What follows belongs to an exercise in optimizing a design on an open flow for small area, a short achievable clock period and few clock cycles per item; a production flow would make more cautious choices.
Function was checked by simulation only, so behaviour that the tests miss may differ from the original.
No activity file was given, so power comes from the tool's default toggle rates.

## apb_slave
module apb_slave (
  input  logic        PCLK,
  input  logic        PRESETn,
  input  logic [31:0] PADDR,
  input  logic        PSEL,
  input  logic        PENABLE,
  input  logic        PWRITE,
  input  logic [31:0] PWDATA,
  output logic [31:0] PRDATA,
  output logic        PREADY,
  output logic        PSLVERR
);
  logic [15:0] [31:0] registers;
  logic [15:0]        written;
  logic [15:0]        wen;
  logic        addr_valid;
  logic [15:0] addr_dec;
  assign addr_valid = (PADDR[31:6] == 0);
  assign addr_dec   = 16'b1 << PADDR[5:2];
  always_ff @(posedge PCLK or negedge PRESETn) begin
    if (!PRESETn) begin
      wen        <= '0;
      written    <= '0;
    end else begin
      wen        <= (PSEL && !PENABLE && PWRITE && addr_valid) ? addr_dec : 16'b0;
      written    <= written | wen;
    end
  end
  always_ff @(posedge PCLK) begin
    for (int i = 0; i < 16; i++)
      if (wen[i])
        registers[i] <= PWDATA;
  end
  logic [31:0] rdata;
  logic [15:0] rsel_lo, rsel_hi;
  apb_rsel u_rsel_lo (.idx(PADDR[5:2]), .written(written), .sel(rsel_lo));
  apb_rsel u_rsel_hi (.idx(PADDR[5:2]), .written(written), .sel(rsel_hi));
  for (genvar b = 0; b < 32; b++) begin : g_rd
    logic [15:0] s;
    logic [5:0]  p;
    logic [1:0]  h;
    assign s = (b < 16) ? rsel_lo : rsel_hi;
    for (genvar k = 0; k < 5; k++) begin : g_p
      apb_aoi222 u_p (.a(s[3*k]), .b(registers[3*k][b]), .c(s[3*k+1]), .d(registers[3*k+1][b]),
                      .e(s[3*k+2]), .f(registers[3*k+2][b]), .y(p[k]));
    end
    assign p[5] = !(s[15] && registers[15][b]);
    apb_nand3 u_h0 (.a(p[0]), .b(p[1]), .c(p[2]), .y(h[0]));
    apb_nand3 u_h1 (.a(p[3]), .b(p[4]), .c(p[5]), .y(h[1]));
    assign rdata[b] = h[0] | h[1];
  end
  always_ff @(posedge PCLK) begin
    PRDATA  <= rdata;
    PSLVERR <= !addr_valid;
  end
  assign PREADY = 1'b1;
endmodule
Settings: LEC_CHECK=0, CAP_MARGIN=20, CORE_MARGIN=2, CORE_UTILIZATION=40, CTS_CLUSTER_DIAMETER=100, CTS_CLUSTER_SIZE=30, SETUP_SLACK_MARGIN=3.0, SLEW_MARGIN=20, SYNTH_HIERARCHICAL=1; clock period 5.0 ns.
standard.sh (not shown) runs the stock make flow with config.mk's settings and CLKGATE_MAP_FILE= SYNTH_SCRIPT=/design/flow/synth_recipe.tcl, a recipe that flattens the netlist after the stock synthesis.
==> flow/flow/run.sh <==
#!/bin/bash
# The standard layout, with every port buffered by a plain buf_1 (ORFS's
# buffer_ports otherwise picks a delay cell) and explicit CTS arguments.
set -euo pipefail
bash standard.sh finish "BUFFER_PORTS_ARGS=-buffer_cell sky130_fd_sc_hd__buf_1" "CTS_ARGS=-sink_clustering_enable -repair_clock_nets -sink_clustering_size 30 -sink_clustering_max_diameter 100 -num_static_layers 1" > standard.log 2>&1
The baseline passed the timing, DRC and antenna checks.
Testbench counts at the start, summed over its fixed seeds: cycles 32,000, transfers 16,000.
Change:
==> flow/flow/run.sh (replaced) <==
#!/bin/bash
# The standard layout, with every port buffered by a plain buf_1 (ORFS's
# buffer_ports otherwise picks a delay cell); repair_timing resizes as needed.
set -euo pipefail
bash standard.sh finish "BUFFER_PORTS_ARGS=-buffer_cell sky130_fd_sc_hd__buf_1" > standard.log 2>&1
--- a/flow/config.mk
+++ b/flow/config.mk
@@ -12,0 +13 @@
+export GPL_TIMING_DRIVEN = 0
What happened: The new run went through all stages and came out clean. Cell count came out higher slightly. Die area does not change. Synthesized area stays the same. Critical path depth is unchanged.
Change:
--- a/flow/config.mk
+++ b/flow/config.mk
@@ -13,2 +13 @@
-export GPL_TIMING_DRIVEN = 0
-export SETUP_SLACK_MARGIN = 3.0
+export SETUP_SLACK_MARGIN = 2.8
- The new run ran to the end with no violations
- die area does not change
- combinational power fell by 19%
- via count fell by 2.1%
- clock skew rose by 0.0099 ns
- non-clock buffer count fell by 36
- fmax fell by 6.1%
- utilization fell by 1.9 points
- clock-buffer cell count rose by 1

[static timing again, ports no longer ideal]
How much do the figures lean on ideal ports? The routed layouts below were timed once more, with nothing changed but the port constraints. Step 1 assumes that a clkbuf_16 drives the clock port and a buf_2 every other input. Step 2 also shifts input and output timing later by t, the mid clock arrival at the registers, as if the neighbouring blocks saw the same clock. a / b / c = ideal / step 1 / step 2; a / b = the first two.
run | shift t [ns] | setup slack, ns | worst setup path at the end
the first run | 0.629 | 2.941 / 2.885 / 2.391 | input to register
the second run | 0.615 | 2.967 / 2.914 / 2.337 | input to register
the third run | 0.609 | 2.834 / 2.829 / 2.248 | input to register
After both steps setup and hold are still met in every run listed. The setup slack of the second run, which loses most, moves by -0.053 ns with the drivers and by -0.630 ns with both steps.
